This is an optimization exercise on Yosys and OpenROAD, whose aim is small area, a short achievable clock period and few clock cycles, not a production implementation. Function was checked by simulation only, so behaviour that the tests miss may differ from the original. Power is estimated from default activity; no workload was simulated.

// signed_right_shift_mplier
module signed_right_shift_mplier #(
    parameter N = 32
)(
    input                 clk,
    input                 rst_n,       
    input    [N-1:0]      mcand,
    input    [N-1:0]      mplier,
    output   [2*N-1:0]    product,
    output                done
);
    reg  [31:0] mc;           
    reg  [31:0] pl;           
    reg  [3:0]  e_one, e_two, e_neg;   
    reg  [32:0] S, C;         
    reg  [7:0]  sl, cl;       
    reg         cin;          
    reg  [31:0] ph;           
    reg         first;        
    reg  [2:0]  cnt;
    function [11:0] benc(input [8:0] b);
        integer k;
        reg x2, x1, x0;
        begin
            for (k = 0; k < 4; k = k + 1) begin
                x2 = b[2*k+2]; x1 = b[2*k+1]; x0 = b[2*k];
                benc[k]     = x1 ^ x0;                               
                benc[4+k]   = (x2 & ~x1 & ~x0) | (~x2 & x1 & x0);    
                benc[8+k]   = x2;                                    
            end
        end
    endfunction
    wire [11:0] enc_start = benc({mplier[7:0], 1'b0});
    wire [11:0] enc_next  = benc(pl[15:7]);
    wire [32:0] mx  = {mc[31], mc};
    wire [32:0] mx2 = {mc, 1'b0};
    wire [32:0] pp0, pp1, pp2, pp3;
    wire [32:0] sel0 = ({33{e_one[0]}} & mx) | ({33{e_two[0]}} & mx2);
    wire [32:0] sel1 = ({33{e_one[1]}} & mx) | ({33{e_two[1]}} & mx2);
    wire [32:0] sel2 = ({33{e_one[2]}} & mx) | ({33{e_two[2]}} & mx2);
    wire [32:0] sel3 = ({33{e_one[3]}} & mx) | ({33{e_two[3]}} & mx2);
    assign pp0 = (sel0 ^ {33{e_neg[0]}}) ^ {1'b1, 32'b0};
    assign pp1 = (sel1 ^ {33{e_neg[1]}}) ^ {1'b1, 32'b0};
  ...
==> flow/config.mk <==
export PLATFORM = sky130hd
export DESIGN_NAME = signed_right_shift_mplier
export DESIGN_NICKNAME = signed_right_shift_mplier
export VERILOG_FILES = /design/flow/design.v
export SDC_FILE = /design/flow/constraint.sdc
export NUM_CORES = 4
export LEC_CHECK = 0
export CAP_MARGIN = 20
export CORE_MARGIN = 2
export CORE_UTILIZATION = 40
export SETUP_SLACK_MARGIN = 2.5
export SLEW_MARGIN = 20
export SYNTH_HIERARCHICAL = 1
==> flow/constraint.sdc <==
create_clock -name core_clock -period 5.0 [get_ports {clk}]
set_input_delay 1.0000 -clock core_clock [delete_from_list [all_inputs] [get_ports {clk}]]
set_output_delay 1.0000 -clock core_clock [all_outputs]
set_load 0.01 [all_outputs]
standard.sh (not shown) runs the stock make flow with config.mk's settings and CLKGATE_MAP_FILE= SYNTH_SCRIPT=/design/flow/synth_recipe.tcl, a recipe that flattens the netlist after the stock synthesis.
==> flow/flow/run.sh <==
#!/bin/bash
# Standard ORFS layout, but with small buffers on the ports instead of the
# delay cells buffer_ports picks by default.  Each tool's output is logged
# by ORFS under orfs/logs; make's own output goes to flow_make.log.
set -euo pipefail
export BUFFER_PORTS_ARGS="-buffer_cell sky130_fd_sc_hd__buf_1"
bash standard.sh > flow_make.log 2>&1
Testbench counts at the start, summed over its fixed seeds: cycles 48,000.
Rerun with:
--- a/flow/design.v
+++ b/flow/design.v
@@ -11,15 +11,17 @@
     reg  [31:0] mc;           
     reg  [31:0] pl;           
     reg  [3:0]  e_one, e_two, e_neg;   
     reg  [32:0] S, C;         
     reg  [7:0]  sl, cl;       
     reg         cin;          
     reg  [31:0] ph;           
+    reg  [3:0]  e_onen, e_twon, e_negn;   
     reg         first;        
+    reg         firstn;       
     reg  [2:0]  cnt;
     function [11:0] benc(input [8:0] b);
         integer k;
         reg x2, x1, x0;
         begin
             for (k = 0; k < 4; k = k + 1) begin
                 x2 = b[2*k+2]; x1 = b[2*k+1]; x0 = b[2*k];
@@ -29,36 +31,42 @@
             end
         end
     endfunction
     wire [11:0] enc_start = benc({mplier[7:0], 1'b0});
     wire [11:0] enc_next  = benc(pl[15:7]);
     wire [32:0] mx  = {mc[31], mc};
     wire [32:0] mx2 = {mc, 1'b0};
+    wire [3:0]  one_h = ~e_onen, two_h = ~e_twon, neg_h = ~e_negn;
     wire [32:0] pp0, pp1, pp2, pp3;
-    wire [32:0] sel0 = ({33{e_one[0]}} & mx) | ({33{e_two[0]}} & mx2);
-    wire [32:0] sel1 = ({33{e_one[1]}} & mx) | ({33{e_two[1]}} & mx2);
-    wire [32:0] sel2 = ({33{e_one[2]}} & mx) | ({33{e_two[2]}} & mx2);
-    wire [32:0] sel3 = ({33{e_one[3]}} & mx) | ({33{e_two[3]}} & mx2);
-    assign pp0 = (sel0 ^ {33{e_neg[0]}}) ^ {1'b1, 32'b0};
-    assign pp1 = (sel1 ^ {33{e_neg[1]}}) ^ {1'b1, 32'b0};
-    assign pp2 = (sel2 ^ {33{e_neg[2]}}) ^ {1'b1, 32'b0};
-    assign pp3 = (sel3 ^ {33{e_neg[3]}}) ^ {1'b1, 32'b0};
+    wire [32:0] sel0 = {({16{one_h[0]}} & mx[32:17]) | ({16{two_h[0]}} & mx2[32:17]),
+                        ({17{e_one[0]}} & mx[16:0]) | ({17{e_two[0]}} & mx2[16:0])};
+    wire [32:0] sel1 = {({16{one_h[1]}} & mx[32:17]) | ({16{two_h[1]}} & mx2[32:17]),
+                        ({17{e_one[1]}} & mx[16:0]) | ({17{e_two[1]}} & mx2[16:0])};
+    wire [32:0] sel2 = {({16{one_h[2]}} & mx[32:17]) | ({16{two_h[2]}} & mx2[32:17]),
+                        ({17{e_one[2]}} & mx[16:0]) | ({17{e_two[2]}} & mx2[16:0])};
+    wire [32:0] sel3 = {({16{one_h[3]}} & mx[32:17]) | ({16{two_h[3]}} & mx2[32:17]),
+                        ({17{e_one[3]}} & mx[16:0]) | ({17{e_two[3]}} & mx2[16:0])};
+    assign pp0 = (sel0 ^ {{16{neg_h[0]}}, {17{e_neg[0]}}}) ^ {1'b1, 32'b0};
+    assign pp1 = (sel1 ^ {{16{neg_h[1]}}, {17{e_neg[1]}}}) ^ {1'b1, 32'b0};
+    assign pp2 = (sel2 ^ {{16{neg_h[2]}}, {17{e_neg[2]}}}) ^ {1'b1, 32'b0};
+    assign pp3 = (sel3 ^ {{16{neg_h[3]}}, {17{e_neg[3]}}}) ^ {1'b1, 32'b0};
     wire [32:0] negs;
     genvar g;
     generate
         for (g = 0; g < 33; g = g + 1) begin : g_negs
             if (g % 2 == 0 && g < 31) begin : g_e
                 assign negs[g] = pl[g+1];
             end else begin : g_o
                 assign negs[g] = 1'b0;
             end
         end
     endgenerate
-    wire [32:0] hs = first ? negs : S;
-    wire [32:0] hc = first ? {1'b1, 32'b0} : C;
+    wire        first_h = ~firstn;
+    wire [32:0] hs = {first_h ? negs[32:17] : S[32:17], first ? negs[16:0] : S[16:0]};
+    wire [32:0] hc = {first_h ? {1'b1, 15'b0} : C[32:17], first ? 17'b0 : C[16:0]};
     wire hs0_ = hs[4] ^ hc[4];
     wire hc0_ = hs[4] & hc[4];
     wire fs0, fc0;
     csa_fa u_fa0 (.a(hs[5]), .b(hc[5]), .c(pp0[5]), .s(fs0), .co(fc0));
     wire fs1, fc1;
     csa_fa u_fa1 (.a(hs[6]), .b(hc[6]), .c(pp0[6]), .s(fs1), .co(fc1));
     wire hs1_ = pp1[4] ^ pp2[2];
@@ -558,27 +566,34 @@
     assign fsum[35] = pg_p[35] ^ sk_g5_34;
     assign fsum[36] = pg_p[36] ^ sk_g5_35;
     assign fsum[37] = pg_p[37] ^ sk_g5_36;
     assign fsum[38] = pg_p[38] ^ sk_g5_37;
     assign fsum[39] = pg_p[39] ^ sk_g5_38;
     wire cout = sk_g2_7;
     always @(posedge clk) begin
-        first <= ~rst_n;
+        first  <= ~rst_n;
+        firstn <= rst_n;
         if (!rst_n) begin
             mc    <= mcand;
             pl    <= mplier;
             e_one <= enc_start[3:0];
             e_two <= enc_start[7:4];
             e_neg <= enc_start[11:8];
+            e_onen <= ~enc_start[3:0];
+            e_twon <= ~enc_start[7:4];
+            e_negn <= ~enc_start[11:8];
             cnt   <= 3'd0;
         end else begin
             pl    <= {fsum[7:0], pl[31:8]};
             e_one <= enc_next[3:0];
             e_two <= enc_next[7:4];
             e_neg <= enc_next[11:8];
+            e_onen <= ~enc_next[3:0];
+            e_twon <= ~enc_next[7:4];
+            e_negn <= ~enc_next[11:8];
             cnt   <= cnt + 3'd1;
         end
         S   <= cs_s[40:8];
         C   <= cs_c[40:8];
         sl  <= cs_s[7:0];
         cl  <= cs_c[7:0];
         cin <= first ? 1'b0 : cout;
@@ -609,10 +624,19 @@
 module csa_fa (
     input  a,
     input  b,
     input  c,
     output s,
     output co
 );
-    assign s  = a ^ b ^ c;
+    wire t;
+    csa_xor u_x (.a(a), .b(b), .y(t));
+    assign s  = t ^ c;
     assign co = (a & b) | (a & c) | (b & c);
 endmodule
+module csa_xor (
+    input  a,
+    input  b,
+    output y
+);
+    assign y = a ^ b;
+endmodule
Effect:
- The changed run completed with no timing, DRC or antenna violations
- utilization goes down by 4.0 points
- fmax goes up by a few percent
- clock-buffer cell count goes up by 1
- final area goes up slightly
- clock power barely changes
- total power goes up by roughly a tenth
Testbench counts after the change, summed over its fixed seeds: cycles 48,000.

[what the ideal ports hide]
No port has a modelled driver above. Below, the same layouts with a new extraction and two added sets of constraints. Step 1 sets driving cells, clkbuf_16 on the clock port and buf_2 on the other inputs (assumed; they add their load-dependent delay and slew). Step 2 adds t to the input delays and takes it off the output delays; t is the mean of the earliest and latest rising clock arrival at the registers after step 1. Input paths then give back, and output paths get back, about the clock's delay inside the block. Three values: ideal, step 1, step 2; two values: the first two.
| run | t (ns) | setup WS [ns] | worst hold slack (ns) | worst setup path after step 2 | worst register clock-pin slew, ns |
|---|---|---|---|---|---|
| the first run | 0.498 | 2.428 / 2.428 / 2.309 | 0.439 / 0.439 / 0.439 | input to register | 0.09 / 0.09 |
| the second run | 0.497 | 2.546 / 2.496 / 2.440 | 0.456 / 0.456 / 0.456 | input to register | 0.08 / 0.08 |
After both steps setup and hold are still met in every run listed. The setup slack of the first run, which loses most, moves by 0.000 ns with the drivers and by -0.119 ns with both steps.
